Context: an optimization exercise on an open-source flow, tuned for small area, a short achievable clock period and few clock cycles. The choices shown serve that exercise and are no tape-out recipe. The RTL was checked by simulation tests, not by an equivalence proof against the original design.

Design subterranean_lwc, start of the top module:
module subterranean_lwc
#(parameter ASYNC_RSTN = 0,
parameter G_PWIDTH = 32,
parameter G_SWIDTH = 32,
parameter G_SEGMENT_SIZE_BITS = 16,
parameter G_HASH_SIZE_WORDS = 8,
parameter G_TAG_SIZE_WORDS = 4
)
(
    input wire clk,
    input wire rst,
    input wire [(G_PWIDTH-1):0] pdi_data,
    input wire pdi_valid,
    output wire pdi_ready,
    input wire [(G_SWIDTH-1):0] sdi_data,
    input wire sdi_valid,
    output wire sdi_ready,
    output wire [(G_PWIDTH-1):0] do_data,
    output wire do_valid,
    input wire do_ready,
    output wire do_last
);
Size in the first run: ~3,100 cells after synthesis, roughly 400 flip-flops, ~110 I/O pins, roughly 0.027 sq mm of cells after synthesis.
export LEC_CHECK = 0
export ABC_CLOCK_PERIOD_IN_PS = 2000
export CAP_MARGIN = 20
export CORE_MARGIN = 2
export CORE_UTILIZATION = 40
export CTS_CLUSTER_DIAMETER = 100
export CTS_CLUSTER_SIZE = 24
export SETUP_SLACK_MARGIN = 3.0
export SLEW_MARGIN = 20
export TNS_END_PERCENT = 5
create_clock -name core_clock -period 5.0 [get_ports {clk}]
standard.sh (not shown) runs the stock make flow with config.mk's settings and CLKGATE_MAP_FILE= SYNTH_SCRIPT=/design/flow/synth_recipe.tcl, a recipe that flattens the netlist after the stock synthesis.
==> flow/flow/run.sh <==
#!/bin/bash
# The standard layout, except that the port buffers are plain buffers
# (buffer_ports otherwise picks a delay cell, clkdlybuf4s50_1, for them).
set -euo pipefail
export BUFFER_PORTS_ARGS="-buffer_cell sky130_fd_sc_hd__buf_4"
bash standard.sh finish > make_finish.log 2>&1
Testbench counts at the start, summed over its fixed seeds: cycles 13,182.
Edit:
--- a/flow/flow/run.sh
+++ b/flow/flow/run.sh
@@ -5 +5 @@
-export BUFFER_PORTS_ARGS="-buffer_cell sky130_fd_sc_hd__buf_4"
+export BUFFER_PORTS_ARGS="-buffer_cell sky130_fd_sc_hd__buf_2"
Settings changed: SETUP_SLACK_MARGIN 3.0 to 2.8.
What happened:
- sequential cell count stays the same
- design area fell by 3.7%
- register-to-register slack gets worse by 0.12 ns
- final cell count drops by 0.79%
- first-iteration DRC count decreases by 12%
- count of clock-buffer cells in the layout stays the same
- setup slack got worse by 0.13 ns
- via count came out lower by 3.3%
Edit:
--- a/flow/flow/run.sh
+++ b/flow/flow/run.sh
@@ -5 +5 @@
-export BUFFER_PORTS_ARGS="-buffer_cell sky130_fd_sc_hd__buf_2"
+export BUFFER_PORTS_ARGS="-buffer_cell sky130_fd_sc_hd__buf_4"
Settings changed: CORE_UTILIZATION 40 to 55, PLACE_DENSITY from default to 0.75.
Effect: Register-to-register slack is better by 0.04 ns; non-clock buffer count drops by 1; final area came out lower by 0.61%; clock-buffer cell count goes down by 3.

subterranean_lwc again, from the RTL that the note above started with.
==> flow/config.mk <==
export PLATFORM = sky130hd
export DESIGN_NAME = subterranean_lwc
export DESIGN_NICKNAME = subterranean_lwc
export VERILOG_FILES = /design/flow/design.v
export SDC_FILE = /design/flow/constraint.sdc
export NUM_CORES = 4
export LEC_CHECK = 0
export ABC_CLOCK_PERIOD_IN_PS = 2000
export CAP_MARGIN = 20
export CORE_MARGIN = 2
export CORE_UTILIZATION = 40
export CTS_CLUSTER_DIAMETER = 100
export CTS_CLUSTER_SIZE = 24
export SETUP_SLACK_MARGIN = 2.8
export SLEW_MARGIN = 20
export TNS_END_PERCENT = 5
==> flow/constraint.sdc <==
create_clock -name core_clock -period 5.0 [get_ports {clk}]
set_input_delay 1.0000 -clock core_clock [delete_from_list [all_inputs] [get_ports {clk}]]
set_output_delay 1.0000 -clock core_clock [all_outputs]
set_load 0.01 [all_outputs]
==> flow/flow/run.sh <==
#!/bin/bash
# The standard layout, except that the port buffers are plain buffers
# (buffer_ports otherwise picks a delay cell, clkdlybuf4s50_1, for them).
set -euo pipefail
export BUFFER_PORTS_ARGS="-buffer_cell sky130_fd_sc_hd__buf_4"
bash standard.sh finish > make_finish.log 2>&1
Testbench counts at the start, summed over its fixed seeds: cycles 13,182.
Edit:
--- a/flow/config.mk
+++ b/flow/config.mk
@@ -12,4 +12,5 @@
 export CTS_CLUSTER_DIAMETER = 100
 export CTS_CLUSTER_SIZE = 24
+export PLACE_DENSITY = 0.88
 export SETUP_SLACK_MARGIN = 2.8
 export SLEW_MARGIN = 20
=> Area after synthesis stays the same. Worst setup slack loses 0.10 ns. Hold slack stays flat. Routed wire length came out lower by 5.2%. Via count came out higher by 3.7%.

separate check: timing with driven ports:
In the flow no input, the clock included, has a driving cell. The finished layouts below were timed again as built, in two steps.
Step 1, drivers: a clkbuf_16 drives clk and a buf_2 each remaining input, both assumed.
Step 2 adds t to the input delays and takes it off the output delays; t is the mean of the earliest and latest rising clock arrival at the registers after step 1. Input paths then give back, and output paths get back, about the clock's delay inside the block.
a / b / c = ideal ports / drivers / drivers and shift; a / b = the first two.
run	t (ns)	setup slack, ns	slew at the worst register clock pin (ns)	worst slew at a driven data input, ns
the first run of note 1	0.668	2.745 / 2.745 / 2.133	0.11 / 0.11	0.11
the second run of note 1	0.668	2.620 / 2.627 / 1.987	0.10 / 0.10	0.11
the third run of note 1	0.621	2.612 / 2.647 / 2.026	0.11 / 0.11	0.10
the first run of note 2	0.661	2.714 / 2.690 / 2.079	0.11 / 0.11	0.09
the second run of note 2	0.637	2.613 / 2.613 / 2.065	0.11 / 0.11	0.10
After both steps setup and hold are still met in every run listed. The setup slack of the first run of note 2, which loses most, moves by -0.024 ns with the drivers and by -0.635 ns with both steps.
